From an optimization exercise on the open Yosys and OpenROAD flow, aimed at a short achievable clock period and few clock cycles; shortcuts taken in it are not production practice.
At most, simulation tests tie the RTL to the original design; equivalence was not proved.
No functional check of the RTL was part of runs 1 and 3 to 7.
Power is estimated from default activity; no workload was simulated.

`flow/run.sh`:
```
#!/bin/bash
# synth_recipe.tcl (not shown) runs the flow's synth.tcl, then flattens the netlist and writes it again
# the make line also repeats each setting of config.mk as NAME=value (left out here)
make -C /OpenROAD-flow-scripts/flow DESIGN_CONFIG=/design/flow/config.mk WORK_HOME=/design/flow/orfs CLKGATE_MAP_FILE= SYNTH_SCRIPT=/design/flow/synth_recipe.tcl finish
```
`flow/config.mk`:
```
export PLATFORM = sky130hd
export DESIGN_NAME = core
export DESIGN_NICKNAME = core
export VERILOG_FILES = /design/flow/design.v
export SDC_FILE = /design/flow/constraint.sdc
export NUM_CORES = 4
export LEC_CHECK = 0
export ABC_CLOCK_PERIOD_IN_PS = 2000
export CAP_MARGIN = 20
export CORE_MARGIN = 2
export CORE_UTILIZATION = 60
export SETUP_SLACK_MARGIN = 4.0
export SLEW_MARGIN = 20
export TNS_END_PERCENT = 100
```
`flow/constraint.sdc`:
```
create_clock -name core_clock -period 6.0 [get_ports {clk}]
set_input_delay 1.2000 -clock core_clock [delete_from_list [all_inputs] [get_ports {clk}]]
set_output_delay 1.2000 -clock core_clock [all_outputs]
set_load 0.01 [all_outputs]
```
`flow/design.v`:
```
module bitty_add16 (
    input  [15:0] a,
    input  [15:0] b,
    input         cin,
    output [15:0] s,
    output        cout
);
    wire [15:0] p = a ^ b;
    wire [15:0] g0 = a & b;
    wire [15:0] g1, p1, g2, p2, g3, p3, g4, p4;
    wire [15:0] gi = {g0[15:1], g0[0] | (p[0] & cin)};
    genvar i;
    generate
        for (i = 0; i < 16; i = i + 1) begin : l1
            if (i >= 1) begin : a1
                assign g1[i] = gi[i] | (p[i] & gi[i-1]);
                assign p1[i] = p[i] & p[i-1];
            end else begin : b1
                assign g1[i] = gi[i];
                assign p1[i] = p[i];
            end
        end
        for (i = 0; i < 16; i = i + 1) begin : l2
            if (i >= 2) begin : a2
                assign g2[i] = g1[i] | (p1[i] & g1[i-2]);
                assign p2[i] = p1[i] & p1[i-2];
            end else begin : b2
                assign g2[i] = g1[i];
                assign p2[i] = p1[i];
            end
        end
        for (i = 0; i < 16; i = i + 1) begin : l3
            if (i >= 4) begin : a3
                assign g3[i] = g2[i] | (p2[i] & g2[i-4]);
                assign p3[i] = p2[i] & p2[i-4];
            end else begin : b3
                assign g3[i] = g2[i];
                assign p3[i] = p2[i];
            end
        end
        for (i = 0; i < 16; i = i + 1) begin : l4
            if (i >= 8) begin : a4
                assign g4[i] = g3[i] | (p3[i] & g3[i-8]);
                assign p4[i] = p3[i] & p3[i-8];
            end else begin : b4
                assign g4[i] = g3[i];
                assign p4[i] = p3[i];
            end
        end
    endgenerate
    assign s    = p ^ {g4[14:0], cin};
    assign cout = g4[15];
endmodule
module core (
    input clk,
    input reset,
    output [11:0] imem_addr,
    input [15:0] imem_data,
    output wb_valid,
    output [2:0] wb_reg,
    output [15:0] wb_data
);
    localparam NT = 8;          
    reg [11:0] fa_out;          
    reg [11:0] fa_n;            
    wire [11:0] fa = ~fa_n;
    reg        dv;              
    reg [11:0] dpc;             
    reg        dhit;            
    reg [3:0]  dmask;           
    reg        ev, e_alu, e_br;
    reg [2:0]  e_rx;
    reg [15:0] e_a, e_b, e_bx;  
    reg        e_sub;
    reg [7:0]  e_op;            
    reg [1:0]  e_cond;
    reg [11:0] e_tgt, e_fall, e_pc;
    reg        e_hit;
    reg [3:0]  e_mask;
    reg        vv;              
    reg [3:0]  v_mask;
    reg [11:0] v_fall;
    reg        r_act, r_len;    
    reg [11:0] r_key;
    reg [3:0]  r_mask;
    reg        i_v;             
    reg [11:0] i_key, i_next;
    reg [3:0]  i_mask;
    reg        k_v;
    reg [2:0]  k_rx;
    reg [15:0] k_a, k_cn;
    reg [15:0] R [0:7];
    reg [15:0] C_n;             
    reg [15:0] wbd;             
    reg        wbv;
    reg [2:0]  wbr;
    reg          tv    [0:NT-1];
    reg [11:0]   tkey  [0:NT-1];
    reg [11:0]   tnext [0:NT-1];
    reg [3:0]    tmask [0:NT-1];
    reg [$clog2(NT)-1:0] tptr;        
    assign imem_addr = fa_out;
    assign wb_valid  = wbv;
    assign wb_reg    = wbr;
    assign wb_data   = wbd;
    wire [15:0] C = ~C_n;
    wire c_hi0 = ~|C[15:2];
    wire [3:0] ccls = {~c_hi0, c_hi0 & C[1] & ~C[0], c_hi0 & ~C[1] & C[0], c_hi0 & ~C[1] & ~C[0]};
    wire mis_v = vv & ~|(v_mask & ccls);
    wire [15:0] a = e_a;
    wire [15:0] b = e_b;
    wire [15:0] r_sum;
    wire        c_out;
    bitty_add16 u_add (.a(a), .b(e_bx), .cin(e_sub), .s(r_sum), .cout(c_out));
    wire        lt    = ~c_out;
    wire        eq    = (a == b);
    wire        b_big = |b[15:4];
    wire [15:0] r_shl = b_big ? 16'd0 : (a << b[3:0]);
    wire [15:0] r_shr = b_big ? 16'd0 : (a >> b[3:0]);
    wire [15:0] r_cmp = {14'd0, lt, ~lt & ~eq};
    wire [15:0] res = ({16{e_op[0] | e_op[1]}} & r_sum)
                    | ({16{e_op[2]}} & (a & b))
                    | ({16{e_op[3]}} & (a | b))
                    | ({16{e_op[4]}} & (a ^ b))
                    | ({16{e_op[5]}} & r_shl)
                    | ({16{e_op[6]}} & r_shr)
                    | ({16{e_op[7]}} & r_cmp);
    wire e_commit = ev & ~mis_v;
    wire do_alu   = e_commit & e_alu;
    wire ex_alu   = ev & e_alu;       
    wire [3:0] cond_oh = 4'd1 << e_cond;
    wire taken   = e_br & |(cond_oh[2:0] & ccls[2:0]);
    wire e_ok    = |(e_mask & ccls);
    wire mis_e   = e_commit & ~e_alu & (e_hit ? ~e_ok : taken);
    wire mis     = mis_v | mis_e;
    wire [11:0] raddr = mis_v ? v_fall : (taken ? e_tgt : e_fall);
    wire [3:0] k_br  = ~e_br ? 4'b1111 : (taken ? cond_oh : ~cond_oh);
    wire [3:0] k_grp = k_br & ((e_hit & e_ok) ? e_mask : 4'b1111);
    reg  [NT-1:0] m;            
    reg  [NT-1:0] u;            
    reg  [11:0]   t_next;
    reg  [3:0]    t_mask;
    integer k;
    always @(*) begin
        t_next = 12'd0;
        t_mask = 4'd0;
        for (k = 0; k < NT; k = k + 1) begin
            m[k] = tv[k] & (tkey[k] == fa);
            u[k] = tv[k] & (tkey[k] == i_key);
            t_next = t_next | ({12{m[k]}} & tnext[k]);
            t_mask = t_mask | ({4{m[k]}} & tmask[k]);
        end
    end
    wire        hit  = |m;
    wire [11:0] fa_next = mis ? raddr : hit ? t_next : fa + 12'd1;
    wire          install = e_commit & e_alu & r_act & r_len;
    wire          upd     = |u;       
    wire [NT-1:0] wsel    = upd ? u : ({{(NT-1){1'b0}}, 1'b1} << tptr);
    wire [1:0] fmt = imem_data[1:0];
    wire [2:0] rx  = imem_data[15:13];
    wire [2:0] ry  = imem_data[12:10];
    wire [2:0] d_opc = imem_data[4:2];
    wire       ex_wr = ev & e_alu;    
    wire       fwd_a = ex_wr & (e_rx == rx);
    wire       fwd_b = ex_wr & (e_rx == ry);
    wire [15:0] d_b  = fmt[0] ? {8'd0, imem_data[12:5]} : fwd_b ? res : R[ry];
    wire       d_sub = (d_opc == 3'd1) | (d_opc == 3'd7);
    integer i;
    always @(posedge clk or posedge reset) begin
        if (reset) begin
            fa_out <= 12'd0; fa_n <= 12'hfff; dv <= 1'b0;
            ev <= 1'b0;
            vv <= 1'b0;
            r_act <= 1'b0;
            i_v <= 1'b0;
            k_v <= 1'b0;
            for (i = 0; i < 8; i = i + 1) R[i] <= 16'h0001;
            C_n <= 16'hfffe;
            wbd <= 16'h0001;
            wbv <= 1'b0;
            for (i = 0; i < NT; i = i + 1) tv[i] <= 1'b0;
            tptr <= 0;
        end else begin
            fa_out <= fa_next;
            fa_n   <= ~fa_next;
            dv     <= ~mis;
            ev     <= dv & ~mis;
            wbv <= do_alu;
            if (ex_alu) begin
                C_n     <= ~res;
                wbd     <= res;
                R[e_rx] <= res;
            end else if (k_v) begin
                C_n     <= k_cn;
                R[k_rx] <= k_a;
            end
            k_v <= mis_v & ex_alu;
            vv     <= do_alu & e_hit;
            if (e_commit) r_act <= 1'b1;
            i_v <= install;
            if (i_v) begin
                for (i = 0; i < NT; i = i + 1)
                    if (wsel[i]) tv[i] <= 1'b1;
                if (!upd) tptr <= tptr + 1'b1;
            end
        end
    end
    always @(posedge clk) begin
        dpc    <= fa;
        dhit   <= hit;
        dmask  <= t_mask;
        e_alu  <= ~fmt[1];
        e_br   <= (fmt == 2'b10) & (imem_data[3:2] != 2'b11);
        e_rx   <= rx;
        e_a    <= fwd_a ? res : R[rx];
        e_b    <= d_b;
        e_bx   <= d_sub ? ~d_b : d_b;
        e_sub  <= d_sub;
        e_op   <= 8'd1 << d_opc;
        e_cond <= imem_data[3:2];
        e_tgt  <= imem_data[15:4];
        e_fall <= dpc + 12'd1;
        e_pc   <= dpc;
        e_hit  <= dhit;
        e_mask <= dmask;
        wbr    <= e_rx;
        v_mask <= e_mask;
        v_fall <= e_fall;
        k_rx   <= e_rx;
        k_a    <= e_a;
        k_cn   <= C_n;
        i_key  <= r_key;
        i_next <= e_pc;
        i_mask <= r_mask;
        if (i_v) begin
            for (i = 0; i < NT; i = i + 1)
                if (wsel[i]) begin
                    tkey[i]  <= i_key;
                    tnext[i] <= i_next;
                    tmask[i] <= i_mask;
                end
        end
        if (e_commit) begin
            if (e_alu) begin
                r_len  <= 1'b0;
                r_key  <= e_pc;
                r_mask <= 4'b1111;
            end else begin
                r_len  <= 1'b1;
                if (!r_act) r_key <= e_pc;
                r_mask <= (r_act ? r_mask : 4'b1111) & k_grp;
            end
        end
    end
endmodule
```
==> results of run 1 <==
[cells by family after synthesis]
| group | after synthesis | synth area share, % |
|---|---|---|
| xor+xnor | 239 | 7.19 |
| compound gates | 597 | 13.4 |
| simple gates | 593 | 9.86 |
| buf+inv | 236 | 3.39 |
| flops | 641 | 56.0 |
| mux | 158 | 7.64 |
| fa+ha+maj | 58 | 2.54 |
[placed cells by master, fill, tap and decap left out, types with 20 or more instances in the layout]
| master | Yosys | final |
|---|---|---|
| edfxtp_1 | 241 | 241 |
| buf_4 | 4 | 227 |
| nand2_1 | 244 | 220 |
| dfrtp_1 | 166 | 165 |
| dfxtp_1 | 198 | 160 |
| buf_6 | 3 | 141 |
| xnor2_1 | 136 | 112 |
| xor2_1 | 103 | 96 |
| buf_12 | 0 | 88 |
| o21ai_1 | 23 | 83 |
| inv_1 | 86 | 78 |
| clkbuf_16 | 0 | 77 |
| nor2_1 | 101 | 75 |
| mux2i_1 | 78 | 72 |
| a21oi_1 | 102 | 62 |
| o21ai_2 | 3 | 58 |
| o21ai_0 | 176 | 51 |
| a22oi_1 | 55 | 50 |
| mux4_2 | 48 | 48 |
| ha_1 | 56 | 48 |
| nand4_1 | 46 | 47 |
| nand3_1 | 60 | 46 |
| o21a_1 | 33 | 32 |
| dfxtp_4 | 0 | 31 |
| a21oi_4 | 0 | 28 |
| dfstp_2 | 36 | 24 |
| xnor2_2 | 0 | 23 |
| o211ai_1 | 22 | 22 |
| buf_8 | 0 | 21 |
| nor4_4 | 1 | 20 |
| a22o_1 | 20 | 20 |
| buf_2 | 47 | 20 |
[metrics by stage]
step / utilization, % / instances
2_1_floorplan: - / 2522
3_3_place_gp: 63.2 / 3073
3_5_place_dp: 63.2 / 3073
4_1_cts: 80.6 / 3557
5_1_grt: 84.6 / 3654
6_report: 84.6 / 3659
[final cells by class]
cell class	instances	area, µm²
Tap cell	615	769
Sequential cell	641	16500
Timing Repair Buffer	526	6090
Multi-Input combinational cell	1661	14500
Inverter	86	345
Timing Repair inverter	1	5.00
Clock inverter	25	246
Fill cell	2268	7370
Clock buffer	99	2010
Antenna cell	5	12.5
[routing by layer]
layer  share of wire, %  track usage (%)
met5              0.081                0
met3                 13             9.09
met4                 10             30.8
met1                 33             51.0
met2                 44             69.9
[path summary, 6_finish.rpt]
| path | to | slack [ps] | cells after the start |
|---|---|---|---|
| max in group asynchronous | C_n[11] | 4220 | 4 |
| hold reg to reg | e_mask[3] | 340 | 0 |
| min in group asynchronous | wbv | 1200 | 2 |
| hold / removal | e_mask[3] | 340 | 0 |
| setup / recovery | tnext[4][7] | 2860 | 13 |
| setup reg to reg | tnext[4][7] | 2860 | 13 |
[power groups by stage]
| stage | clock network [W] | logic (W) | registers [W] |
|---|---|---|---|
| floorplan | 0 | 0.00230 | 0.00609 |
| global placement | 0 | 0.00280 | 0.00667 |
| detailed placement | 0 | 0.00286 | 0.00670 |
| CTS | 0.00421 | 0.00471 | 0.00638 |
| global route | 0.00446 | 0.00589 | 0.00661 |
| finish | 0.00432 | 0.00574 | 0.00657 |
[registers in the layout (all words and copies together) (netlist names), 16 cells and up]
name,cells
k_cn,16
e_b,16
tkey,96
wbd,16
e_a,16
tnext,96
tmask,32
e_bx,16
k_a,16
C_n,16
R,128
[synth_stat cells, drive strengths merged (32+ instances only)]
cell      n  area [µm²]
a21oi   107         554
a221oi   34         310
a22oi    56         425
buf      62         329
clkbuf   88         334
dfrtp   166        4150
dfstp    36         946
dfxtp   198        3960
edfxtp  241        7240
ha       56         701
inv      86         323
mux2i    79         795
mux4     48        1080
nand2   244         916
nand3    60         300
nand4    46         288
nor2    101         379
nor4     32         259
o21a     33         248
o21ai   202        1020
xnor2   136        1190
xor2    103         902
[worst max-delay path, stage by stage (launching register included)]
cell       delay, ps
dfxtp_4          390
buf_4            160
buf_4            140
xnor2_2          130
nand4_1          290
nor4_4            60
buf_4            180
nor4_4           250
and3_4           270
buf_6            120
a21oi_4           60
buf_6            130
nor2b_4          390
clkbuf_16        270
[timing repair]
action                     CTS  global route
gates resized for setup    804           218
setup endpoints to repair  708           531
pin swaps                  172           138
buffers inserted           332            91
cloned                      28             6
==> impl_metrics.json, run 1 <==
{
  "wl_per_cell_um": 33.6,
  "worstSetupEndpointType": "flop",
  "r2r-start": "i_key[5]",
  "async_flop_share_pct": 31.5,
  "h-tree-depth": 3,
  "internal-power_w": 0.0106,
  "p_leak_nw": 16.1,
  "design.die.area_um2": 50300,
  "clock_latency_ps": 660,
  "vdd_ir_drop_max_mv": 0.349,
  "final_area_um2": 40500,
  "syn_area_um2": 29100,
  "overflow": 0,
  "combPwrFrac_pct": 34.5,
  "setup_viol": 0,
  "clk_pin_slew_ps": 70,
  "syn_to_final_growth_pct": 39.0,
  "finalCriticalPeriod_ps": 3140,
  "synth_edf_count": 241,
  "ys_types": 86,
  "grt_pass1_wl_um": 158000,
  "max_freq_mhz": 318,
  "rows": 80,
  "worstSetupStartpointType": "flop",
  "slew_headroom_pct": 22.0,
  "wl_um": 123000,
  "worst_slack_ps": 2860,
  "required_ps": 6350,
  "syn_area_per_cell_um2": 11.5,
  "min_from": "dmask[3]",
  "p_per_area_nw_per_um2": 411,
  "vias": 25600,
  "crit_arrival_ps": 3490,
  "core_area_um2": 47800,
  "hold_class": "reg -> reg",
  "holdWs_ps": 340,
  "status": "no timing/DRC/antenna violations",
  "cts_buffer_depth": 3,
  "power_w": 0.0166,
  "sw_frac_of_total_pct": 36.1,
  "place_area_um2": 30200,
  "drt-vias-per-instance": 7.00,
  "final_max_slew_viol_count": 0,
  "antenna_found_initial": 12,
  "place_congestion": 0.957,
  "power_frac_clock_pct": 26.0,
  "synthCells": 2522,
  "final_nets": 3060,
  "cts-hold-fix-buffers": 0,
  "pin_count": 50,
  "clock-sinks": 641,
  "grt_start_max_net_pins": 63,
  "clock_skew_ps": 45.6,
  "yosysSeqAreaShare_pct": 56.0,
  "root_buffer": "clkbuf_16",
  "rsz0062_at_grt": "true",
  "start_util_pct": 60.8,
  "ant_nets": 0,
  "worstSetupStartpoint": "i_key[5]",
  "port_buffers": 49,
  "path_max_fanout": 7,
  "dpl.hpwl_um": 54300,
  "tightest_slew_ps": 1170,
  "maxCapViolations": 0,
  "die_height_um": 224,
  "syn_nets": 2598,
  "initialDrtViolationCount": 3408,
  "path_class": "reg -> reg",
  "total_switching_power_w": 0.00600,
  "p_seq_share_pct": 39.5,
  "drc": 0,
  "ys_seq_elements": 641,
  "cts_tree": "done",
  "first_pass_iters": 6,
  "grt_use_total_pct": 42.9,
  "yosys_most_used_dff": "edfxtp_1",
  "cts_made_buffers": 67,
  "timing.final.crit_share_pct": 52.4,
  "pre_cts_ws_ps": 1830,
  "chipWidth_um": 224,
  "yosys_warnings": 6,
  "hold_violations": 0,
  "finalSetupTns_ps": 0,
  "grt_pass1_vias": 24300,
  "drive_above_1_share_pct": 38.5
}
==> run 2: changes to the inputs <==
--- a/flow/design.v
+++ b/flow/design.v
@@ -100,3 +100,3 @@
     reg [3:0]    tmask [0:NT-1];
-    reg [$clog2(NT)-1:0] tptr;        
+    reg [2:0]    tptr;        
     assign imem_addr = fa_out;
@@ -157,3 +157,3 @@
     wire          upd     = |u;       
-    wire [NT-1:0] wsel    = upd ? u : ({{(NT-1){1'b0}}, 1'b1} << tptr);
+    wire [NT-1:0] wsel    = upd ? u : (8'd1 << tptr);
     wire [1:0] fmt = imem_data[1:0];
--- a/flow/config.mk
+++ b/flow/config.mk
@@ -10,4 +10,4 @@
 export CORE_MARGIN = 2
-export CORE_UTILIZATION = 60
-export SETUP_SLACK_MARGIN = 4.0
+export CORE_UTILIZATION = 40
+export SETUP_SLACK_MARGIN = 3.5
 export SLEW_MARGIN = 20
==> run 2 against run 1 <==
Effect of this change:
- still clean
- sequential share of layout area grew 1.3 points
- utilization fell by 30 points
- combinational power shrank 12%
- critical path depth is the same
- critical path type unchanged
- largest cell class unchanged
- largest power group unchanged
- highest routed layer unchanged
==> impl_metrics.json, run 2 <==
{
  "status": "no timing/DRC/antenna violations",
  "sw_frac_of_total_pct": 33.5,
  "vdd_ir_drop_max_mv": 0.267,
  "r2r_slack_ps": 3160,
  "synth.top_cell.area_share_pct": 24.9,
  "p_per_area_nw_per_um2": 405,
  "synthCells": 2522,
  "wl_um": 101000,
  "yosysTopAreaCell": "edfxtp_1",
  "die_height_um": 274,
  "ys_types": 86,
  "crit_arrival_ps": 3330,
  "cts_tree": "done",
  "fillCellCount": 5785,
  "h-tree-depth": 3,
  "rsz0062_at_grt": "true",
  "rr_worst_depth": 13,
  "clk_pin_slew_ps": 60,
  "slew_headroom_pct": 40.4,
  "p_seq_share_pct": 40.6,
  "finalCriticalPeriod_ps": 2840,
  "antennaDiodeCount": 0,
  "hold_class": "reg -> reg",
  "grt_pass1_wl_um": 143000,
  "root_buffer": "clkbuf_16",
  "yosysSeqAreaShare_pct": 56.0,
  "clock-sinks": 641,
  "hold_violations": 0,
  "overflow": 0,
  "final_max_slew_viol_count": 0,
  "ys_seq_elements": 641,
  "grt_start_max_net_pins": 149,
  "largest_reg_flops": 128,
  "pre_cts_ws_ps": 2060,
  "crit_end": "e_bx[0]",
  "synth_area_leaders": "edfxtp_1 25%, dfrtp_1 14%, dfxtp_1 14%",
  "syn_to_final_growth_pct": 34.8,
  "worstSetupEndpointType": "flop",
  "drive_above_1_share_pct": 34.3,
  "antenna_found_initial": 2,
  "rows": 98,
  "chipWidth_um": 274,
  "final_nets": 2977,
  "initialDrtViolationCount": 2283,
  "path_class": "reg -> reg",
  "ant_nets": 0,
  "worstSetupStartpoint": "e_a[0]",
  "power_frac_clock_pct": 27.6,
  "synth_common_cells": "244 x nand2_1, 241 x edfxtp_1, 198 x dfxtp_1, 176 x o21ai_0, 166 x dfrtp_1",
  "port_buffers": 49,
  "p_leak_nw": 15.3,
  "internal-power_w": 0.0106,
  "timing.final.crit_share_pct": 47.3,
  "r2r-start": "e_a[0]",
  "setup_viol": 0,
  "finalSetupTns_ps": 0,
  "wl_per_cell_um": 25.7,
  "drt-vias-per-instance": 5.87,
  "seq_area_um2": 16500,
  "multi_input_area_um2": 14100,
  "drc": 0,
  "synth_most_common_cell": "nand2_1",
  "maxCapViolations": 0,
  "design.die.area_um2": 75000,
  "core_area_um2": 71700,
  "layout.cells.most_common": "edfxtp_1",
  "total_switching_power_w": 0.00532,
  "syn_area_um2": 29100,
  "grt_use_total_pct": 25.4,
  "syn_nets": 2598,
  "combPwrFrac_pct": 31.8,
  "worstSetupStartpointType": "flop",
  "dpl.hpwl_um": 56500,
  "path_max_fanout": 3,
  "place_congestion": 0.933,
  "start_util_pct": 40.6,
  "mostFrequentLayoutCells": "241 x edfxtp_1, 229 x buf_4, 227 x nand2_1",
  "clock_latency_ps": 620,
  "cts_buffer_depth": 3,
  "r2r-end": "e_bx[0]",
  "clock_skew_ps": 30.9,
  "required_ps": 6490,
  "worst_slack_ps": 3160,
  "vias": 22900,
  "min_from": "dmask[0]",
  "max_freq_mhz": 352,
  "pin_count": 50,
  "syn_area_per_cell_um2": 11.5,
  "grt_pass1_vias": 22500,
  "cts_made_buffers": 69,
  "yosys_most_used_dff": "edfxtp_1",
  "top_register": "R",
  "hold_depth": 0,
  "first_pass_iters": 5,
  "synth_edf_count": 241,
  "tightest_slew_ps": 893,
  "reg_top3": "R (128), tkey (96), tnext (96)",
  "async_flop_share_pct": 31.5,
  "yosys_warnings": 6
}
## run 2: cell counts after synthesis
No cell type changed its count.
## run 2: worst min path at each step
stage                end
2_1_floorplan      e_hit
3_3_place_gp       e_hit
3_5_place_dp   e_mask[3]
4_1_cts            e_hit
5_1_grt        e_mask[1]
6_report       e_mask[0]
## run 2: repair_timing
item,CTS,global route
pin swaps,116,156
gates cloned,14,7
gates resized for setup,457,314
hold buffers,0,0
buffers inserted,232,116
endpoints found under the setup margin,521,485
## run 2: routing by layer
layer | wire length [µm] | global-route usage [%] | up-vias
met1 | 40300 | 33.4 | 11600
li1 | - | - | 9979
met4 | 5170 | 11.5 | 2
met3 | 7310 | 3.41 | 282
met5 | 13 | 0 | -
met2 | 47800 | 41.7 | 1106
## run 2: cells by family (layout without fill, tap and decap cells)
group	Yosys count	count (layout)	synth area share (%)
compound gates	597	598	13.4
xor+xnor	239	239	7.19
fa+ha+maj	58	58	2.54
buf+inv	236	657	3.39
flops	641	641	56.0
mux	158	158	7.64
simple gates	593	606	9.86
## run 2: cell type report
class                      count  share of cell area [%]
inverter                      86                   0.861
clock inverter                28                   0.819
sequential                   641                    42.0
tap                          950                    3.03
timing repair buffer         444                    12.2
multi-input combinational   1659                    35.9
clock buffer                  99                    5.16
## run 2: metrics by stage
stage               instance area [µm²]  total power (W)  util (%)  hold slack [ps]  std cells
global route                      39200           0.0165      54.7              336       3907
global placement                  30700          0.00953      42.8              318       3411
detailed placement                30700          0.00962      42.8              319       3411
finish                            39200           0.0159      54.7              324       3907
floorplan                         29500          0.00838         -              310       2522
CTS                               37000           0.0150      51.6              325       3784
## run 2: worst max-delay path, cell delays in order (launching register included)
cell      delay (ps)
dfxtp_4          360
fa_2             370
inv_2             70
fa_2             230
nor2b_4           60
o21ai_2          190
a211oi_2          90
buf_4            170
o32ai_4          280
buf_4            180
o221a_4          220
nor2_1            70
o31a_1           280
xnor2_1          150
## run 2: power by group through the flow
stage                     clock, W  sequential [W]  combinational, W
after floorplan                  0         0.00608           0.00230
after global placement           0         0.00665           0.00288
after detailed placement         0         0.00669           0.00294
after CTS                  0.00440         0.00643           0.00420
after global routing       0.00460         0.00653           0.00534
final                      0.00438         0.00645           0.00505
Testbench counts of run 2, summed over its fixed seeds: cycles 66,292.
==> run 3: changes to the inputs <==
--- a/flow/design.v
+++ b/flow/design.v
@@ -72,4 +72,3 @@
     reg [2:0]  e_rx;
-    reg [15:0] e_a, e_b, e_bx;  
-    reg        e_sub;
+    reg [15:0] e_a, e_b, e_nb;  
     reg [7:0]  e_op;            
@@ -88,5 +87,6 @@
     reg [3:0]  i_mask;
+    reg        w_v;
+    reg [2:0]  w_rx;
     reg        k_v;
-    reg [2:0]  k_rx;
-    reg [15:0] k_a, k_cn;
+    reg [15:0] k_cn;
     reg [15:0] R [0:7];
@@ -111,6 +111,7 @@
     wire [15:0] b = e_b;
-    wire [15:0] r_sum;
-    wire        c_out;
-    bitty_add16 u_add (.a(a), .b(e_bx), .cin(e_sub), .s(r_sum), .cout(c_out));
-    wire        lt    = ~c_out;
+    wire [15:0] r_add, r_sub;
+    wire        c_add, c_sub;
+    bitty_add16 u_add (.a(a), .b(b),    .cin(1'b0), .s(r_add), .cout(c_add));
+    bitty_add16 u_sub (.a(a), .b(e_nb), .cin(1'b1), .s(r_sub), .cout(c_sub));
+    wire        lt    = ~c_sub;
     wire        eq    = (a == b);
@@ -120,3 +121,4 @@
     wire [15:0] r_cmp = {14'd0, lt, ~lt & ~eq};
-    wire [15:0] res = ({16{e_op[0] | e_op[1]}} & r_sum)
+    wire [15:0] res = ({16{e_op[0]}} & r_add)
+                    | ({16{e_op[1]}} & r_sub)
                     | ({16{e_op[2]}} & (a & b))
@@ -164,5 +166,7 @@
     wire       fwd_a = ex_wr & (e_rx == rx);
-    wire       fwd_b = ex_wr & (e_rx == ry);
-    wire [15:0] d_b  = fmt[0] ? {8'd0, imem_data[12:5]} : fwd_b ? res : R[ry];
-    wire       d_sub = (d_opc == 3'd1) | (d_opc == 3'd7);
+    wire       fwd_b = ex_wr & (e_rx == ry) & ~fmt[0];
+    wire [15:0] ra   = (w_v & (w_rx == rx)) ? C : R[rx];
+    wire [15:0] rb   = fmt[0] ? {8'd0, imem_data[12:5]} : (w_v & (w_rx == ry)) ? C : R[ry];
+    wire [15:0] d_a  = fwd_a ? res : ra;
+    wire [15:0] d_b  = fwd_b ? res : rb;
     integer i;
@@ -176,2 +180,3 @@
             k_v <= 1'b0;
+            w_v <= 1'b0;
             for (i = 0; i < 8; i = i + 1) R[i] <= 16'h0001;
@@ -191,8 +196,8 @@
                 wbd     <= res;
-                R[e_rx] <= res;
             end else if (k_v) begin
                 C_n     <= k_cn;
-                R[k_rx] <= k_a;
             end
             k_v <= mis_v & ex_alu;
+            w_v <= do_alu;
+            if (w_v) R[w_rx] <= C;
             vv     <= do_alu & e_hit;
@@ -214,6 +219,5 @@
         e_rx   <= rx;
-        e_a    <= fwd_a ? res : R[rx];
+        e_a    <= d_a;
         e_b    <= d_b;
-        e_bx   <= d_sub ? ~d_b : d_b;
-        e_sub  <= d_sub;
+        e_nb   <= ~d_b;
         e_op   <= 8'd1 << d_opc;
@@ -228,5 +232,4 @@
         v_fall <= e_fall;
-        k_rx   <= e_rx;
-        k_a    <= e_a;
         k_cn   <= C_n;
+        w_rx   <= e_rx;
         i_key  <= r_key;
==> run 3 against run 2 <==
Effect of this change:
- critical path depth shrank 2
- register-to-register slack lost 50 ps
- clock power down 6.4%
- sequential share of layout area shrank 0.12 points
- largest power group unchanged
- critical endpoint is now fa_n[7]
- first-iteration DRC count grew 22%
- still clean
- count of clock-buffer cells in the layout is 2 lower
- critical path type unchanged
- synthesized cell count up 3.5%
- sequential power about the same
- worst hold slack worse by 16 ps
- maximum frequency decreased by 1.7%
==> impl_metrics.json, run 3 <==
{
  "drive_above_1_share_pct": 31.9,
  "grt_pass1_wl_um": 146000,
  "drt-vias-per-instance": 5.96,
  "holdWs_ps": 308,
  "largest_reg_flops": 128,
  "final_max_slew_viol_count": 0,
  "multi_input_area_um2": 14600,
  "timing.final.crit_share_pct": 48.1,
  "port_buffers": 49,
  "seq_area_um2": 16200,
  "ys_types": 82,
  "first_pass_iters": 20,
  "async_flop_share_pct": 32.4,
  "rows": 99,
  "start_util_pct": 40.5,
  "crit_chain": "buf_4, xor2_1, nand4_1, nor4_4, buf_12, or4_4, nor4b_4, buf_6, inv_8, o2111a_1, mux2_4",
  "path_class": "reg -> reg",
  "slew_headroom_pct": 23.4,
  "chipWidth_um": 276,
  "finalSetupTns_ps": 0,
  "cpMaxStageDelayCell": "dfstp_4",
  "worstSetupEndpointType": "flop",
  "pin_count": 50,
  "wl_um": 101000,
  "hold_violations": 0,
  "clock-sinks": 624,
  "synthCells": 2611,
  "crit_family": "simple AND/OR/NAND/NOR gates",
  "wl_per_cell_um": 25.6,
  "required_ps": 6550,
  "rsz0062_at_grt": "true",
  "die_height_um": 276,
  "grt_pass1_vias": 22600,
  "fillCellCount": 6017,
  "crit_arrival_ps": 3440,
  "final_nets": 2990,
  "p_leak_nw": 14.9,
  "initialDrtViolationCount": 2790,
  "syn_nets": 2689,
  "syn_to_final_growth_pct": 30.3,
  "cts_buffer_depth": 3,
  "yosysTopAreaCell": "edfxtp_1",
  "overflow": 0,
  "tightest_slew_ps": 1150,
  "antenna_found_initial": 3,
  "clk_pin_slew_ps": 70,
  "cts_made_buffers": 67,
  "ys_seq_elements": 624,
  "synth_area_leaders": "edfxtp_1 24%, dfrtp_1 14%, dfxtp_1 12%",
  "r2r-start": "fa_n[11]",
  "status": "no timing/DRC/antenna violations",
  "grt_start_max_net_pins": 87,
  "vias": 23400,
  "top_register": "R",
  "p_per_area_nw_per_um2": 424,
  "min_from": "r_key[11]",
  "synth_edf_count": 241,
  "yosys_warnings": 6,
  "crit_buf_inv": 4,
  "drc": 0,
  "worstSetupStartpointType": "flop",
  "maxCapViolations": 0,
  "dpl.hpwl_um": 57400,
  "antennaDiodeCount": 0,
  "synth.top_cell.area_share_pct": 24.4,
  "h-tree-depth": 3,
  "design.die.area_um2": 76200,
  "syn_area_um2": 29600,
  "hold_class": "reg -> reg",
  "worstSetupStartpoint": "fa_n[11]",
  "worst_slack_ps": 3110,
  "finalCriticalPeriod_ps": 2890,
  "mostFrequentLayoutCells": "268 x nand2_1, 241 x edfxtp_1, 223 x buf_4",
  "grtUsageMet3_pct": 5.26,
  "reg_top3": "R (128), tkey (96), tnext (96)",
  "clock_latency_ps": 640,
  "synth_most_common_cell": "nand2_1",
  "gr-max-usage-layer": "met2",
  "path_max_fanout": 6,
  "vdd_ir_drop_max_mv": 0.208,
  "grt_use_met2_pct": 39.1,
  "max_freq_mhz": 346,
  "timing.critical_path.slowest_cell_delay_ps": 690,
  "synth_common_cells": "276 x nand2_1, 241 x edfxtp_1, 229 x o21ai_0, 181 x dfxtp_1, 166 x dfrtp_1",
  "ant_nets": 0,
  "yosys_most_used_dff": "edfxtp_1",
  "pre_cts_ws_ps": 1990,
  "yosysSeqAreaShare_pct": 53.9,
  "grt_use_total_pct": 25.1,
  "globalRouteMet1Util_pct": 34.8,
  "setup_viol": 0,
  "clock_skew_ps": 47.0,
  "place_congestion": 0.928,
  "layout.cells.most_common": "nand2_1",
  "syn_area_per_cell_um2": 11.3,
  "core_area_um2": 73100,
  "root_buffer": "clkbuf_16",
  "cts_tree": "done"
}
run 3: changes by cell type after synthesis, sizes merged, moves of 13 or more:
cell,change
clkbuf,+44
nand2,+32
mux2,+29
o21ai,+27
a21oi,-22
buf,-17
dfxtp,-17
o22ai,-17
a221o,+15
a221oi,-13
run 3: per-stage QoR:
step	instance area (µm²)	instances	power, W	utilization [%]
2_1_floorplan	30300	2611	0.00906	-
3_3_place_gp	31200	3478	0.0103	42.7
3_5_place_dp	31200	3480	0.0104	42.7
4_1_cts	37100	3835	0.0157	50.8
5_1_grt	38600	3926	0.0170	52.8
6_report	38600	3926	0.0164	52.8
run 3: cell type report:
cell class                      count  area share [%]
Clock buffer                       97            5.09
Clock inverter                     27           0.642
Inverter                           76           0.846
Multi-Input combinational cell   1744            37.7
Sequential cell                   624            41.9
Tap cell                          959            3.11
Timing Repair Buffer              399            10.7
run 3: cell families after synthesis:
group                    after synthesis  synth area share, %
AO/OA/AOI/OAI                        602                 13.2
AND/OR/NAND/NOR                      635                 10.3
flip-flops                           624                 53.9
adder cells (fa/ha/maj)               60                 2.59
XOR/XNOR                             240                 7.10
buffers and inverters                253                 3.58
multiplexers                         197                 9.28
run 3: report_power, final:
group          internal [W]  leakage, nW  switching [W]
clock network       0.00232         1.09        0.00178
registers           0.00551         6.18       0.000971
logic               0.00274         7.61        0.00303
total                0.0106         14.9        0.00578
run 3: path summary, 6_finish.rpt:
path                              to  slack [ps]  cells after the start
hold reg to reg            i_key[11]         310                      0
setup / recovery             fa_n[7]        3110                     11
hold / removal             i_key[11]         310                      0
max in group asynchronous    R[0][2]        4030                      3
min in group asynchronous    R[3][9]         890                      2
setup reg to reg             fa_n[7]        3110                     11
run 3: per-layer routing:
| layer | share of wire (%) | vias up |
|---|---|---|
| li1 | - | 10200 |
| met1 | 42 | 11800 |
| met2 | 45 | 1179 |
| met3 | 9.3 | 247 |
| met4 | 3.7 | 4 |
| met5 | 0.026 | - |
run 3: repair_timing:
action,CTS,global route
cloned,13,4
buffers inserted,218,87
resized for setup,444,154
pin swaps,114,96
hold buffers,0,0
endpoints found under the setup margin,400,349
==> run 4: changes to the inputs <==
--- a/flow/config.mk
+++ b/flow/config.mk
@@ -7,6 +7,5 @@
 export LEC_CHECK = 0
-export ABC_CLOCK_PERIOD_IN_PS = 2000
 export CAP_MARGIN = 20
 export CORE_MARGIN = 2
-export CORE_UTILIZATION = 40
+export CORE_UTILIZATION = 30
 export SETUP_SLACK_MARGIN = 3.5
==> run 4 against run 3 <==
Effect of this change:
- sequential share of layout area up 0.33 points
- combinational power down 3%
- power down 0.61%
- via count down 3.0%
- critical path depth up 1
- final area down 0.75%
- first-iteration DRC count down 6.7%
==> impl_metrics.json, run 4 <==
{
  "wl_per_cell_um": 23.3,
  "holdWs_ps": 306,
  "path_class": "reg -> reg",
  "yosys_most_used_dff": "edfxtp_1",
  "rr_worst_depth": 12,
  "finalCriticalPeriod_ps": 2890,
  "clock-sinks": 624,
  "final_max_slew_viol_count": 0,
  "synth_edf_count": 241,
  "port_buffers": 49,
  "grt_pass1_wl_um": 141000,
  "core_area_um2": 98100,
  "synth_area_leaders": "edfxtp_1 24%, dfrtp_1 14%, dfxtp_1 12%",
  "die_height_um": 318,
  "grt_start_max_net_pins": 131,
  "initialDrtViolationCount": 2602,
  "chipWidth_um": 318,
  "crit_path_frequent_cell": "buf_6",
  "final_util_pct": 39.0,
  "grt_use_total_pct": 18.1,
  "finalSetupTns_ps": 0,
  "rsz0062_at_grt": "true",
  "drt-vias-per-instance": 5.42,
  "mostFrequentLayoutCells": "271 x nand2_1, 241 x edfxtp_1, 192 x o21ai_0",
  "root_buffer": "clkbuf_16",
  "wl_um": 97600,
  "tightest_slew_ps": 1130,
  "h-tree-depth": 2,
  "synth_most_common_cell": "nand2_1",
  "start_util_pct": 30.2,
  "synth_common_cells": "276 x nand2_1, 241 x edfxtp_1, 229 x o21ai_0, 181 x dfxtp_1, 166 x dfrtp_1",
  "required_ps": 6560,
  "cpMaxStageDelayCell": "dfxtp_4",
  "cts_made_buffers": 60,
  "clock_skew_ps": 48.1,
  "path_max_fanout": 8,
  "ys_types": 82,
  "worstSetupEndpointType": "flop",
  "yosysSeqAreaShare_pct": 53.9,
  "grt_pass1_vias": 21500,
  "hold_violations": 0,
  "max_freq_mhz": 346,
  "cts-hold-fix-buffers": 0,
  "vias": 22700,
  "largest_reg_flops": 128,
  "clock_latency_ps": 660,
  "yosys_warnings": 6,
  "syn_area_per_cell_um2": 11.3,
  "layout.cells.most_common": "nand2_1",
  "async_flop_share_pct": 32.4,
  "first_pass_iters": 6,
  "cts_buffer_depth": 3,
  "final_nets": 2923,
  "rows": 115,
  "maxCapViolations": 0,
  "place_congestion": 0.919,
  "overflow": 0,
  "crit_arrival_ps": 3450,
  "ys_seq_elements": 624,
  "p_leak_nw": 14.5,
  "drc": 0,
  "crit_buf_inv": 4,
  "yosysTopAreaCell": "edfxtp_1",
  "p_per_area_nw_per_um2": 424,
  "crit_cells": 12,
  "syn_area_um2": 29600,
  "reg_top3": "R (128), tkey (96), tnext (96)",
  "setup_viol": 0,
  "syn_to_final_growth_pct": 29.4,
  "pin_count": 50,
  "dpl.hpwl_um": 56100,
  "crit_family": "compound AO/OA/AOI/OAI gates",
  "timing.critical_path.slowest_cell_delay_ps": 430,
  "antenna_found_initial": 2,
  "crit_chain": "clkinvlp_4, ha_4, a21oi_4, o211ai_1, a211o_1, buf_6, o41a_1, nor2b_4, nor4_4, buf_6, buf_6, a31o_4",
  "vdd_ir_drop_max_mv": 0.241,
  "hold_class": "reg -> reg",
  "status": "no timing/DRC/antenna violations",
  "ant_nets": 0,
  "timing.final.crit_share_pct": 48.1,
  "cts_tree": "done",
  "design.die.area_um2": 101000,
  "synth.top_cell.area_share_pct": 24.4,
  "worstSetupStartpointType": "flop",
  "hold_depth": 0,
  "top_register": "R",
  "syn_nets": 2689,
  "clk_pin_slew_ps": 70,
  "slew_headroom_pct": 24.7,
  "synthCells": 2611,
  "drive_above_1_share_pct": 29.4
}
## run 4: cell counts after synthesis
No cell type changed its count.
## run 4: power breakdown
part | internal (W) | switching, W | leakage (nW)
Sequential | 0.00551 | 0.000942 | 6.18
Combinational | 0.00264 | 0.00294 | 7.29
Clock | 0.00250 | 0.00173 | 1.07
## run 4: worst paths after layout
| kind | from | end | slack (ps) |
|---|---|---|---|
| max in group asynchronous | reset | wbd[4] | 3800 |
| hold reg to reg | r_key[4] | i_key[4] | 310 |
| min in group asynchronous | reset | fa_out[10] | 940 |
| setup / recovery | e_a[1] | C_n[13] | 3110 |
| setup reg to reg | e_a[1] | C_n[13] | 3110 |
| hold / removal | r_key[4] | i_key[4] | 310 |
## run 4: through the flow
stage                     setup WS (ps)  total power [W]  cells  instance area, µm²
final                              3110           0.0163   4185               38300
after global routing               3040           0.0170   4184               38300
after CTS                          3100           0.0156   4087               36700
after detailed placement           2320           0.0104   3805               31600
after global placement             2290           0.0104   3805               31600
after floorplan                    2210          0.00906   2611               30300
## run 4: cells by family after synthesis
kind of cell	synth area share, %
fa+ha+maj	2.59
simple gates	10.3
buf+inv	3.58
flops	53.9
mux	9.28
xor+xnor	7.10
compound gates	13.2
## run 4: layout make-up
| type | instances | area [µm²] |
|---|---|---|
| clock buffer | 79 | 1670 |
| tap | 1287 | 1610 |
| inverter | 76 | 310 |
| timing repair buffer | 337 | 3680 |
| fill | 9233 | 59800 |
| antenna | 1 | 2.50 |
| sequential | 624 | 16200 |
| multi-input combinational | 1746 | 14300 |
| clock inverter | 35 | 547 |
## run 4: per-layer routing
layer	vias to the layer above	global-route usage [%]	routed length (µm)
met3	235	3.08	8420
met1	11300	25.6	41900
li1	10000	-	-
met2	1118	28.1	43600
met5	-	0	23
met4	4	6.07	3630
## run 4: worst reg2reg max path, stage by stage, from the launching register on
cell,delay (ps)
dfxtp_4,430
clkinvlp_4,170
ha_4,270
a21oi_4,180
o211ai_1,120
a211o_1,330
buf_6,140
o41a_1,400
nor2b_4,170
nor4_4,210
buf_6,170
buf_6,110
a31o_4,130
## run 4: what timing repair did
action / in CTS / in global routing
gates cloned: 12 / 8
pin swaps: 65 / 93
hold endpoints to repair: 0 / 0
setup buffers: 156 / 89
endpoints found under the setup margin: 397 / 349
resized for setup: 354 / 173
==> run 5: changes to the inputs <==
--- a/flow/config.mk
+++ b/flow/config.mk
@@ -9,4 +9,4 @@
 export CORE_MARGIN = 2
-export CORE_UTILIZATION = 30
-export SETUP_SLACK_MARGIN = 3.5
+export CORE_UTILIZATION = 40
+export SETUP_SLACK_MARGIN = 3.3
 export SLEW_MARGIN = 20
==> run 5 against run 4 <==
Effect of this change:
- utilization rose by 12 points
- global-route usage increased by 6.4 points
- first-iteration DRC count is 7.9% lower
- synthesized area unchanged
- sequential share of layout area grew 1.6 points
- combinational power down 7.5%
==> impl_metrics.json, run 5 <==
{
  "synth_edf_count": 241,
  "crit_path_frequent_cell": "buf_6",
  "timing.critical_path.slowest_cell_delay_ps": 680,
  "ys_seq_elements": 624,
  "synthCells": 2611,
  "r2r_slack_ps": 3150,
  "sw_frac_of_total_pct": 34.8,
  "path_class": "reg -> reg",
  "syn_area_um2": 29600,
  "vias": 22400,
  "timing.final.crit_share_pct": 47.5,
  "hold_class": "reg -> reg",
  "largest_reg_flops": 128,
  "routed-wl-met3_um": 7840,
  "place_congestion": 0.932,
  "crit_family": "simple AND/OR/NAND/NOR gates",
  "met1_length_um": 42100,
  "hold_violations": 0,
  "root_buffer": "clkbuf_16",
  "grt_use_total_pct": 24.5,
  "synth.top_cell.area_share_pct": 24.4,
  "cts-hold-fix-buffers": 0,
  "p_seq_share_pct": 40.9,
  "drc": 0,
  "chipWidth_um": 276,
  "yosysSeqAreaShare_pct": 53.9,
  "syn_to_final_growth_pct": 24.7,
  "dpl.hpwl_um": 57300,
  "final_area_um2": 36900,
  "cts_buffer_depth": 3,
  "total_switching_power_w": 0.00556,
  "cts_made_buffers": 67,
  "grt_pass1_wl_um": 143000,
  "syn_area_per_cell_um2": 11.3,
  "tightest_slew_ps": 1140,
  "grt_start_max_net_pins": 107,
  "design.die.area_um2": 76200,
  "synth_area_leaders": "edfxtp_1 24%, dfrtp_1 14%, dfxtp_1 12%",
  "core_area_um2": 73100,
  "clock_latency_ps": 620,
  "wl_per_cell_um": 25.3,
  "clk_pin_slew_ps": 60,
  "crit_arrival_ps": 3390,
  "place_area_um2": 31000,
  "grt_pass1_vias": 22100,
  "overflow": 0,
  "start_util_pct": 40.5,
  "die_height_um": 276,
  "p_leak_nw": 14.1,
  "first_pass_iters": 17,
  "clock_skew_ps": 32.3,
  "synth_common_cells": "276 x nand2_1, 241 x edfxtp_1, 229 x o21ai_0, 181 x dfxtp_1, 166 x dfrtp_1",
  "power_frac_clock_pct": 26.7,
  "ys_types": 82,
  "yosysTopAreaCell": "edfxtp_1",
  "antenna_found_initial": 0,
  "layout.cells.most_common": "nand2_1",
  "worstSetupStartpointType": "flop",
  "setup_viol": 0,
  "drt-vias-per-instance": 5.88,
  "maxCapViolations": 0,
  "cts_tree": "done",
  "mostFrequentLayoutCells": "273 x nand2_1, 241 x edfxtp_1, 211 x o21ai_0",
  "route.met2.wl_um": 43100,
  "drive_above_1_share_pct": 26.1,
  "status": "no timing/DRC/antenna violations",
  "p_per_area_nw_per_um2": 432,
  "rsz0062_at_grt": "true",
  "crit_buf_inv": 4,
  "internal-power_w": 0.0104,
  "finalSetupTns_ps": 0,
  "port_buffers": 49,
  "worstSetupEndpointType": "flop",
  "h-tree-depth": 3,
  "max_freq_mhz": 351,
  "final_max_slew_viol_count": 0,
  "yosys_warnings": 6,
  "syn_nets": 2689,
  "crit_chain": "buf_6, xor2_2, nand4_1, nor4_4, buf_12, or4_4, nor4b_4, buf_6, inv_8, o2111a_1, mux2_4",
  "vdd_ir_drop_max_mv": 0.227,
  "pin_count": 50,
  "wl_um": 96600,
  "reg_top3": "R (128), tkey (96), tnext (96)",
  "clock-sinks": 624,
  "synth_most_common_cell": "nand2_1",
  "combPwrFrac_pct": 32.3,
  "final_nets": 2876,
  "ant_nets": 0,
  "path_max_fanout": 6,
  "required_ps": 6540,
  "finalCriticalPeriod_ps": 2850,
  "cpMaxStageDelayCell": "dfstp_4",
  "top_register": "R",
  "async_flop_share_pct": 32.4,
  "slew_headroom_pct": 24.0,
  "yosys_most_used_dff": "edfxtp_1",
  "initialDrtViolationCount": 2396,
  "top_layer_used": "met4",
  "rows": 99
}
## run 5: cell count changes in the layout (fill, tap and decap cells not counted), sizes merged
cell / change
clkdlybuf4s15: -13
bufbuf: +1
diode: +1
dlygate4sd2: +29
clkinvlp: -2
nor3: -1
dlymetal6s2s: +1
o21a: -1
clkbuf: +4
bufinv: -9
inv: +3
buf: -57
clkinv: +1
## run 5: power by group through the flow
| stage | Combinational [W] | Clock, W | Sequential (W) |
|---|---|---|---|
| 2_1_floorplan | 0.00294 | 0 | 0.00601 |
| 3_3_place_gp | 0.00353 | 0 | 0.00671 |
| 3_5_place_dp | 0.00358 | 0 | 0.00677 |
| 4_1_cts | 0.00453 | 0.00434 | 0.00658 |
| 5_1_grt | 0.00553 | 0.00452 | 0.00663 |
| 6_report | 0.00516 | 0.00427 | 0.00653 |
## run 5: what timing repair did
action,4_1_cts,5_1_grt
cloned,11,1
pin swaps,67,58
resized for setup,313,131
setup buffers,130,68
setup endpoints to repair,391,237
## run 5: through the flow
stage                     worst slack [ps]  power (W)  util (%)  cells  hold WS (ps)
after detailed placement              1910     0.0104      42.4   3478           312
final                                 3150     0.0160      50.5   3814           318
after global placement                1970     0.0102      42.4   3478           314
after global routing                  3110     0.0167      50.5   3812           327
after CTS                             3130     0.0154      49.0   3743           316
after floorplan                       2210    0.00895         -   2611           310
## run 5: cells by family (layout without fill, tap and decap cells)
group | after synthesis | in the layout | share of synthesized area (%)
adder cells (fa/ha/maj) | 60 | 60 | 2.59
multiplexers | 197 | 197 | 9.28
AO/OA/AOI/OAI | 602 | 603 | 13.2
buffers and inverters | 253 | 485 | 3.58
other | 0 | 2 | 0
flip-flops | 624 | 624 | 53.9
AND/OR/NAND/NOR | 635 | 644 | 10.3
XOR/XNOR | 240 | 240 | 7.10
## run 5: path summary, 6_finish.rpt
path | cells past startpoint | end | from
max | 11 | fa_n[3] | fa_n[11]
min | 0 | e_mask[0] | dmask[0]
max reg2reg | 11 | fa_n[3] | fa_n[11]
min reg2reg | 0 | e_mask[0] | dmask[0]
max in group asynchronous | 4 | R[3][13] | reset
min in group asynchronous | 3 | R[1][1] | reset
## run 5: final cells by class
class,count,area (µm²)
tap,959,1200
inverter,76,340
antenna,2,5.00
clock buffer,96,1990
timing repair buffer,285,2890
sequential,624,16200
fill,6293,36100
multi-input combinational,1744,14000
clock inverter,28,313
## run 5: metal layers
metal  global-route usage [%]  up-vias
met5                        0        -
li1                         -     9938
met1                     34.7    11300
met3                     4.66      212
met4                     8.35        0
met2                     37.7      955
==> run 6: changes to the inputs <==
--- a/flow/design.v
+++ b/flow/design.v
@@ -53,2 +53,34 @@
 endmodule
+module bitty_geq16 (
+    input  [15:0] x,
+    input  [15:0] y,
+    output        cout
+);
+    wire [15:0] g0 = x & y;
+    wire [15:0] p0 = x | y;
+    wire [7:0] g1, p1;
+    wire [3:0] g2, p2;
+    wire [1:0] g3, p3;
+    genvar i;
+    generate
+        for (i = 0; i < 8; i = i + 1) begin : l1
+            if (i == 0) begin : c0
+                assign g1[i] = g0[1] | (p0[1] & (g0[0] | p0[0]));
+                assign p1[i] = 1'b0;
+            end else begin : cn
+                assign g1[i] = g0[2*i+1] | (p0[2*i+1] & g0[2*i]);
+                assign p1[i] = p0[2*i+1] & p0[2*i];
+            end
+        end
+        for (i = 0; i < 4; i = i + 1) begin : l2
+            assign g2[i] = g1[2*i+1] | (p1[2*i+1] & g1[2*i]);
+            assign p2[i] = p1[2*i+1] & p1[2*i];
+        end
+        for (i = 0; i < 2; i = i + 1) begin : l3
+            assign g3[i] = g2[2*i+1] | (p2[2*i+1] & g2[2*i]);
+            assign p3[i] = p2[2*i+1] & p2[2*i];
+        end
+    endgenerate
+    assign cout = g3[1] | (p3[1] & g3[0]);
+endmodule
 module core (
@@ -63,5 +95,3 @@
     localparam NT = 8;          
-    reg [11:0] fa_out;          
-    reg [11:0] fa_n;            
-    wire [11:0] fa = ~fa_n;
+    reg [11:0] fa;              
     reg        dv;              
@@ -72,3 +102,4 @@
     reg [2:0]  e_rx;
-    reg [15:0] e_a, e_b, e_nb;  
+    reg [15:0] e_a, e_b;        
+    reg [15:0] e_na, e_nb;      
     reg [7:0]  e_op;            
@@ -85,3 +116,3 @@
     reg        i_v;             
-    reg [11:0] i_key, i_next;
+    reg [11:0] i_key, i_del;
     reg [3:0]  i_mask;
@@ -90,6 +121,5 @@
     reg        k_v;
-    reg [15:0] k_cn;
+    reg [15:0] k_c;
     reg [15:0] R [0:7];
-    reg [15:0] C_n;             
-    reg [15:0] wbd;             
+    reg [15:0] C;               
     reg        wbv;
@@ -98,10 +128,9 @@
     reg [11:0]   tkey  [0:NT-1];
-    reg [11:0]   tnext [0:NT-1];
+    reg [11:0]   tdel  [0:NT-1];    
     reg [3:0]    tmask [0:NT-1];
     reg [2:0]    tptr;        
-    assign imem_addr = fa_out;
+    assign imem_addr = fa;
     assign wb_valid  = wbv;
     assign wb_reg    = wbr;
-    assign wb_data   = wbd;
-    wire [15:0] C = ~C_n;
+    assign wb_data   = C;
     wire c_hi0 = ~|C[15:2];
@@ -115,4 +144,5 @@
     bitty_add16 u_sub (.a(a), .b(e_nb), .cin(1'b1), .s(r_sub), .cout(c_sub));
-    wire        lt    = ~c_sub;
-    wire        eq    = (a == b);
+    wire        ge, le;
+    bitty_geq16 u_ge (.x(a), .y(e_nb), .cout(ge));    
+    bitty_geq16 u_le (.x(b), .y(e_na), .cout(le));    
     wire        b_big = |b[15:4];
@@ -120,3 +150,3 @@
     wire [15:0] r_shr = b_big ? 16'd0 : (a >> b[3:0]);
-    wire [15:0] r_cmp = {14'd0, lt, ~lt & ~eq};
+    wire [15:0] r_cmp = {14'd0, ~ge, ~le};
     wire [15:0] res = ({16{e_op[0]}} & r_add)
@@ -142,3 +172,3 @@
     reg  [NT-1:0] u;            
-    reg  [11:0]   t_next;
+    reg  [11:0]   t_del;
     reg  [3:0]    t_mask;
@@ -146,3 +176,3 @@
     always @(*) begin
-        t_next = 12'd0;
+        t_del = 12'd0;
         t_mask = 4'd0;
@@ -151,3 +181,3 @@
             u[k] = tv[k] & (tkey[k] == i_key);
-            t_next = t_next | ({12{m[k]}} & tnext[k]);
+            t_del = t_del | ({12{m[k]}} & tdel[k]);
             t_mask = t_mask | ({4{m[k]}} & tmask[k]);
@@ -156,3 +186,3 @@
     wire        hit  = |m;
-    wire [11:0] fa_next = mis ? raddr : hit ? t_next : fa + 12'd1;
+    wire [11:0] fa_next = mis ? raddr : (fa + 12'd1) ^ t_del;
     wire          install = e_commit & e_alu & r_act & r_len;
@@ -174,3 +204,3 @@
         if (reset) begin
-            fa_out <= 12'd0; fa_n <= 12'hfff; dv <= 1'b0;
+            fa <= 12'd0; dv <= 1'b0;
             ev <= 1'b0;
@@ -182,4 +212,3 @@
             for (i = 0; i < 8; i = i + 1) R[i] <= 16'h0001;
-            C_n <= 16'hfffe;
-            wbd <= 16'h0001;
+            C <= 16'h0001;
             wbv <= 1'b0;
@@ -188,4 +217,3 @@
         end else begin
-            fa_out <= fa_next;
-            fa_n   <= ~fa_next;
+            fa     <= fa_next;
             dv     <= ~mis;
@@ -193,8 +221,6 @@
             wbv <= do_alu;
-            if (ex_alu) begin
-                C_n     <= ~res;
-                wbd     <= res;
-            end else if (k_v) begin
-                C_n     <= k_cn;
-            end
+            if (ex_alu)
+                C <= res;
+            else if (k_v)
+                C <= k_c;
             k_v <= mis_v & ex_alu;
@@ -222,2 +248,3 @@
         e_nb   <= ~d_b;
+        e_na   <= ~d_a;
         e_op   <= 8'd1 << d_opc;
@@ -232,6 +259,6 @@
         v_fall <= e_fall;
-        k_cn   <= C_n;
+        k_c    <= C;
         w_rx   <= e_rx;
         i_key  <= r_key;
-        i_next <= e_pc;
+        i_del  <= e_pc ^ (r_key + 12'd1);
         i_mask <= r_mask;
@@ -241,3 +268,3 @@
                     tkey[i]  <= i_key;
-                    tnext[i] <= i_next;
+                    tdel[i]  <= i_del;
                     tmask[i] <= i_mask;
==> run 6 against run 5 <==
Effect of this change:
- worst hold slack better by 6.0 ps
- register-to-register slack better by 50 ps
- sequential cell count is 12 lower
- clock power hardly changed
- still clean on timing, DRC and antenna
- critical endpoint is now e_na[12]
- highest routed layer unchanged
- first-iteration DRC count is 2.0% lower
- die area is 1.2% higher
- via count is 1.6% higher
==> impl_metrics.json, run 6 <==
{
  "status": "no timing/DRC/antenna violations",
  "combPwrFrac_pct": 34.8,
  "rows": 100,
  "pin_count": 50,
  "cts-hold-fix-buffers": 0,
  "vdd_ir_drop_max_mv": 0.217,
  "rsz0062_at_grt": "true",
  "cts_made_buffers": 68,
  "yosys_warnings": 6,
  "final_nets": 2925,
  "ys_seq_elements": 612,
  "reg_top3": "R (128), tdel (96), tkey (96)",
  "overflow": 0,
  "finalSetupTns_ps": 0,
  "power_w": 0.0164,
  "dpl.hpwl_um": 61700,
  "clock-sinks": 612,
  "total_switching_power_w": 0.00570,
  "hold_violations": 0,
  "grt_pass1_vias": 22500,
  "drive_above_1_share_pct": 26.4,
  "vias": 22800,
  "syn_area_per_cell_um2": 11.3,
  "syn_area_um2": 30000,
  "final_util_pct": 49.9,
  "hold_class": "reg -> reg",
  "synth.top_cell.area_share_pct": 24.1,
  "crit_chain": "inv_2, ha_2, fa_2, nor2b_4, o2111ai_2, nand3_2, a41oi_2, or3_1, nand4_1, buf_6, nor2_4, a21o_1",
  "power_frac_clock_pct": 25.9,
  "yosysTopAreaCell": "edfxtp_1",
  "worstSetupEndpointType": "flop",
  "grt_start_max_net_pins": 100,
  "timing.final.crit_share_pct": 46.8,
  "chipWidth_um": 278,
  "place_congestion": 0.903,
  "yosysSeqAreaShare_pct": 51.9,
  "clock_skew_ps": 32.6,
  "drt-vias-per-instance": 5.91,
  "largest_reg_flops": 128,
  "timing.critical_path.slowest_cell_delay_ps": 430,
  "cts_buffer_depth": 3,
  "first_pass_iters": 6,
  "design.die.area_um2": 77200,
  "synth_common_cells": "244 x xnor2_1, 241 x edfxtp_1, 200 x nand2_1, 197 x dfxtp_1, 165 x dfrtp_1",
  "root_buffer": "clkbuf_16",
  "ys_types": 94,
  "drc": 0,
  "crit_arrival_ps": 3280,
  "synth_most_common_cell": "xnor2_1",
  "wl_um": 97700,
  "p_per_area_nw_per_um2": 442,
  "required_ps": 6470,
  "finalCriticalPeriod_ps": 2810,
  "top_register": "R",
  "wl_per_cell_um": 25.4,
  "syn_to_final_growth_pct": 23.6,
  "path_max_fanout": 3,
  "async_flop_share_pct": 28.4,
  "final_max_slew_viol_count": 0,
  "yosys_most_used_dff": "edfxtp_1",
  "synth_edf_count": 241,
  "port_buffers": 49,
  "maxCapViolations": 0,
  "slew_headroom_pct": 28.1,
  "h-tree-depth": 3,
  "ant_nets": 0,
  "grt_use_total_pct": 24.7,
  "mostFrequentLayoutCells": "241 x xnor2_1, 241 x edfxtp_1, 193 x nand2_1",
  "syn_nets": 2742,
  "initialDrtViolationCount": 2347,
  "p_seq_share_pct": 39.3,
  "cts_tree": "done",
  "antenna_found_initial": 0,
  "max_freq_mhz": 356,
  "clock_latency_ps": 610,
  "p_leak_nw": 14.2,
  "setup_viol": 0,
  "path_class": "reg -> reg",
  "die_height_um": 278,
  "clk_pin_slew_ps": 60,
  "cpMaxStageDelayCell": "fa_2",
  "sw_frac_of_total_pct": 34.8,
  "grt_pass1_wl_um": 146000,
  "start_util_pct": 40.3,
  "internal-power_w": 0.0107,
  "tightest_slew_ps": 1080,
  "worstSetupStartpointType": "flop",
  "core_area_um2": 74300,
  "synthCells": 2648,
  "synth_area_leaders": "edfxtp_1 24%, dfrtp_1 14%, dfxtp_1 13%"
}
-- run 6: timing repair --
action                                  CTS  global route
pin swaps                                42            56
resized for setup                       332           155
buffers inserted                         91            59
endpoints found under the setup margin  383           320
gates cloned                              6             3
hold endpoints to repair                  0             0
-- run 6: cell families (layout without fill, tap and decap cells) --
logic type	Yosys count	after routing	synth area share, %
compound gates	576	576	12.8
xor+xnor	268	268	7.83
buf+inv	257	491	3.65
other cells	0	1	0
flops	612	612	51.9
simple gates	607	609	10.1
fa+ha+maj	76	76	3.22
mux	252	252	10.6
-- run 6: worst max-delay path, delay by kind of cell (launching register included) --
| family | cells | cell delay, ps |
|---|---|---|
| buffers and inverters | 2 | 230 |
| AOI/OAI and AO/OA | 3 | 480 |
| DFF | 1 | 390 |
| adders and majority gates | 2 | 630 |
| and+or+nand+nor | 5 | 960 |
-- run 6: power groups by stage --
stage | Combinational [W] | Sequential (W) | Clock [W]
5_1_grt | 0.00610 | 0.00654 | 0.00448
3_5_place_dp | 0.00431 | 0.00666 | 0
6_report | 0.00571 | 0.00643 | 0.00425
3_3_place_gp | 0.00426 | 0.00662 | 0
2_1_floorplan | 0.00321 | 0.00610 | 0
4_1_cts | 0.00519 | 0.00645 | 0.00430
-- run 6: per-layer routing --
| metal | global-route usage (%) | wire [µm] | up-vias | share of wire [%] |
|---|---|---|---|---|
| met5 | 0 | 0 | - | 0 |
| met4 | 8.04 | 3220 | 0 | 3.3 |
| met3 | 4.35 | 8340 | 198 | 8.5 |
| met2 | 38.1 | 43800 | 1087 | 45 |
| met1 | 35.3 | 42400 | 11500 | 43 |
| li1 | - | - | 10100 | - |
-- run 6: through the flow --
stage | hold slack (ps) | instances | instance area [µm²] | worst slack, ps
2_1_floorplan | 310 | 2648 | 30200 | 2580
3_3_place_gp | 313 | 3570 | 31600 | 1820
3_5_place_dp | 315 | 3571 | 31600 | 1680
4_1_cts | 324 | 3791 | 35800 | 3210
5_1_grt | 334 | 3853 | 37100 | 3090
6_report | 324 | 3854 | 37100 | 3190
-- run 6: path summary, 6_finish.rpt --
path | startpoint | endpoint | slack, ps | depth (start not counted)
hold / removal | dmask[1] | e_mask[1] | 320 | 0
setup reg to reg | e_a[0] | e_na[12] | 3190 | 12
min in group asynchronous | reset | R[7][6] | 940 | 2
hold reg to reg | dmask[1] | e_mask[1] | 320 | 0
setup / recovery | e_a[0] | e_na[12] | 3190 | 12
max in group asynchronous | reset | C[2] | 3700 | 3
-- run 6: cell type report --
type,instances,area (µm²)
fillers,6583,37300
diodes,1,2.50
repair buffers,267,2880
well taps,969,1210
clock buffers,96,1880
flip-flops and latches,612,15700
inverters,101,460
multi-input cells,1781,14500
clock inverters,27,389
==> run 7: changes to the inputs <==
--- a/flow/config.mk
+++ b/flow/config.mk
@@ -10,3 +10,3 @@
 export CORE_UTILIZATION = 40
-export SETUP_SLACK_MARGIN = 3.3
+export SETUP_SLACK_MARGIN = 3.5
 export SLEW_MARGIN = 20
==> run 7 against run 6 <==
Effect of this change:
- first-iteration DRC count grew 21%
- clock power is essentially flat
- wire length increased by 12%
- sequential power grew 1%
- power is 7.5% higher
- critical path type unchanged
==> impl_metrics.json, run 7 <==
{
  "status": "no timing/DRC/antenna violations",
  "crit_buf_inv": 4,
  "synth_adder_area_share_pct": 3.22,
  "final_nets": 3120,
  "async_flop_share_pct": 28.4,
  "rr_worst_depth": 12,
  "final_area_um2": 40200,
  "cts-hold-fix-buffers": 0,
  "finalSetupTns_ps": 0,
  "crit_family": "buffers and inverters",
  "clock_latency_ps": 660,
  "dpl.hpwl_um": 59700,
  "post-place-cells": 3549,
  "synth_area_leaders": "edfxtp_1 24%, dfrtp_1 14%, dfxtp_1 13%",
  "mostFrequentLayoutCells": "257 x buf_4, 241 x edfxtp_1, 200 x xnor2_1",
  "port_buffers": 49,
  "cts_buffer_depth": 3,
  "timing.critical_path.slowest_cell_delay_ps": 390,
  "crit_chain": "clkinvlp_4, ha_4, o21ai_4, o21ai_4, a2111oi_4, buf_4, o31ai_4, mux2i_2, nor4b_4, buf_4, buf_6, mux2_4",
  "final_max_slew_viol_count": 0,
  "syn_to_final_growth_pct": 34.0,
  "holdWs_ps": 325,
  "r2r_slack_ps": 3220,
  "setup_viol": 0,
  "r2r-end": "e_na[15]",
  "layout.cells.most_common": "buf_4",
  "yosysSeqAreaShare_pct": 51.9,
  "drc": 0,
  "r2r-start": "e_a[3]",
  "root_buffer": "clkbuf_16",
  "synth_common_cells": "244 x xnor2_1, 241 x edfxtp_1, 200 x nand2_1, 197 x dfxtp_1, 165 x dfrtp_1",
  "design.die.area_um2": 77200,
  "synth_xor_area_share_pct": 7.83,
  "hold_depth": 0,
  "yosysTopAreaCell": "edfxtp_1",
  "chipWidth_um": 278,
  "power_w": 0.0176,
  "muxShareOfSynthArea_pct": 10.6,
  "fillCellCount": 6078,
  "largest_reg_flops": 128,
  "rsz0062_at_grt": "true",
  "maxCapViolations": 0,
  "syn_area_um2": 30000,
  "ys_seq_elements": 612,
  "overflow": 0,
  "synth.top_cell.area_share_pct": 24.1,
  "cpMaxStageDelayCell": "dfxtp_4",
  "grt_start_max_net_pins": 175,
  "first_pass_iters": 6,
  "clk_pin_slew_ps": 60,
  "path_max_fanout": 5,
  "tightest_slew_ps": 1250,
  "min_from": "dmask[0]",
  "whs_endpoint": "e_mask[0]",
  "die_height_um": 278,
  "p_leak_nw": 15.7,
  "clock-sinks": 612,
  "rows": 100,
  "place_congestion": 0.935,
  "worstSetupEndpointType": "flop",
  "p_per_area_nw_per_um2": 439,
  "start_util_pct": 40.3,
  "yosys_most_used_dff": "edfxtp_1",
  "cts_tree": "done",
  "grt_use_total_pct": 26.7,
  "ant_nets": 0,
  "vias": 24500,
  "grt_pass1_wl_um": 155000,
  "max_freq_mhz": 359,
  "synthCells": 2648,
  "required_ps": 6460
}
run 7: changes by cell type in the layout (fill, tap and decap cells not counted), moves of 13 or more:
cell	before	now
buf_4	142	257
buf_6	24	77
xnor2_1	241	200
xnor2_2	2	43
dlygate4sd2_1	26	3
o21ai_0	138	117
a221oi_2	5	23
o21ai_1	8	26
a221oi_1	38	21
buf_12	38	55
nor2b_4	3	19
a21oi_1	101	88
run 7: final cells by class:
class                   instances  area [µm²]  area share, %
diodes                          1        2.50        0.00623
clock buffers                  96        1910           4.75
clock inverters                32         383          0.953
inverters                     101         453           1.13
multi-input cells            1790       15600           38.9
flip-flops and latches        612       15700           39.2
well taps                     969        1210           3.02
repair buffers                452        4830           12.0
run 7: metrics by stage:
stage	util (%)	setup WS [ps]
after floorplan	-	2580
after global placement	42.5	2200
after detailed placement	42.5	2170
after CTS	51.6	3200
after global routing	54.0	3150
final	54.1	3220
run 7: report_power, final:
part / total (W) / internal [W] / switching [W]
clock: 0.00423 / 0.00240 / 0.00183
combinational: 0.00687 / 0.00331 / 0.00356
sequential: 0.00652 / 0.00551 / 0.00101
total: 0.0176 / 0.0112 / 0.00641
run 7: metal layers:
layer	vias to the layer above	track usage, %	wire, µm	part of all wire (%)
met5	-	0	22	0.020
met4	4	10.5	5820	5.3
met3	371	5.26	9790	9.0
met2	1394	43.7	51300	47
met1	12200	34.8	42100	39
li1	10500	-	-	-
run 7: cell families (layout without fill, tap and decap cells):
logic type,Yosys count,count (layout)
DFF,612,612
and+or+nand+nor,607,618
AOI/OAI and AO/OA,576,576
xor gates and xnor gates,268,268
buffers and inverters,257,681
muxes,252,252
adders and majority gates,76,76
other,0,1
run 7: worst max-delay path by stage:
stage | startpoint | end | slack (ps) | cells past startpoint
CTS | e_b[1] | e_b[15] | 3200 | 10
detailed placement | imem_data[12] | e_nb[5] | 2170 | 6
floorplan | reset | C[10] | 2580 | 1
global route | e_a[0] | e_nb[12] | 3150 | 11
finish | e_a[3] | e_na[15] | 3220 | 12
global placement | imem_data[12] | e_nb[5] | 2200 | 6
run 7: worst reg2reg max path, delay by kind of cell (launching register included):
kind                       cells  cell delay, ps
adders and majority gates      1             350
and+or+nand+nor                1              70
buffers and inverters          4             650
DFF                            1             390
AOI/OAI and AO/OA              4             580
muxes                          2             550
run 7: repair_timing:
action                                  in CTS  in global routing
pin swaps                                  128                128
endpoints found under the setup margin     389                321
buffers inserted                           256                 90
gates cloned                                24                  5
resized for setup                          561                231

Check on run 7: ideal ports give 3.218 ns setup slack; a clkbuf_16 on the clock port and buf_2 on the inputs give 3.218 ns; moving port delays by the midpoint clock arrival (0.675 ns) as well gives 2.568 ns.
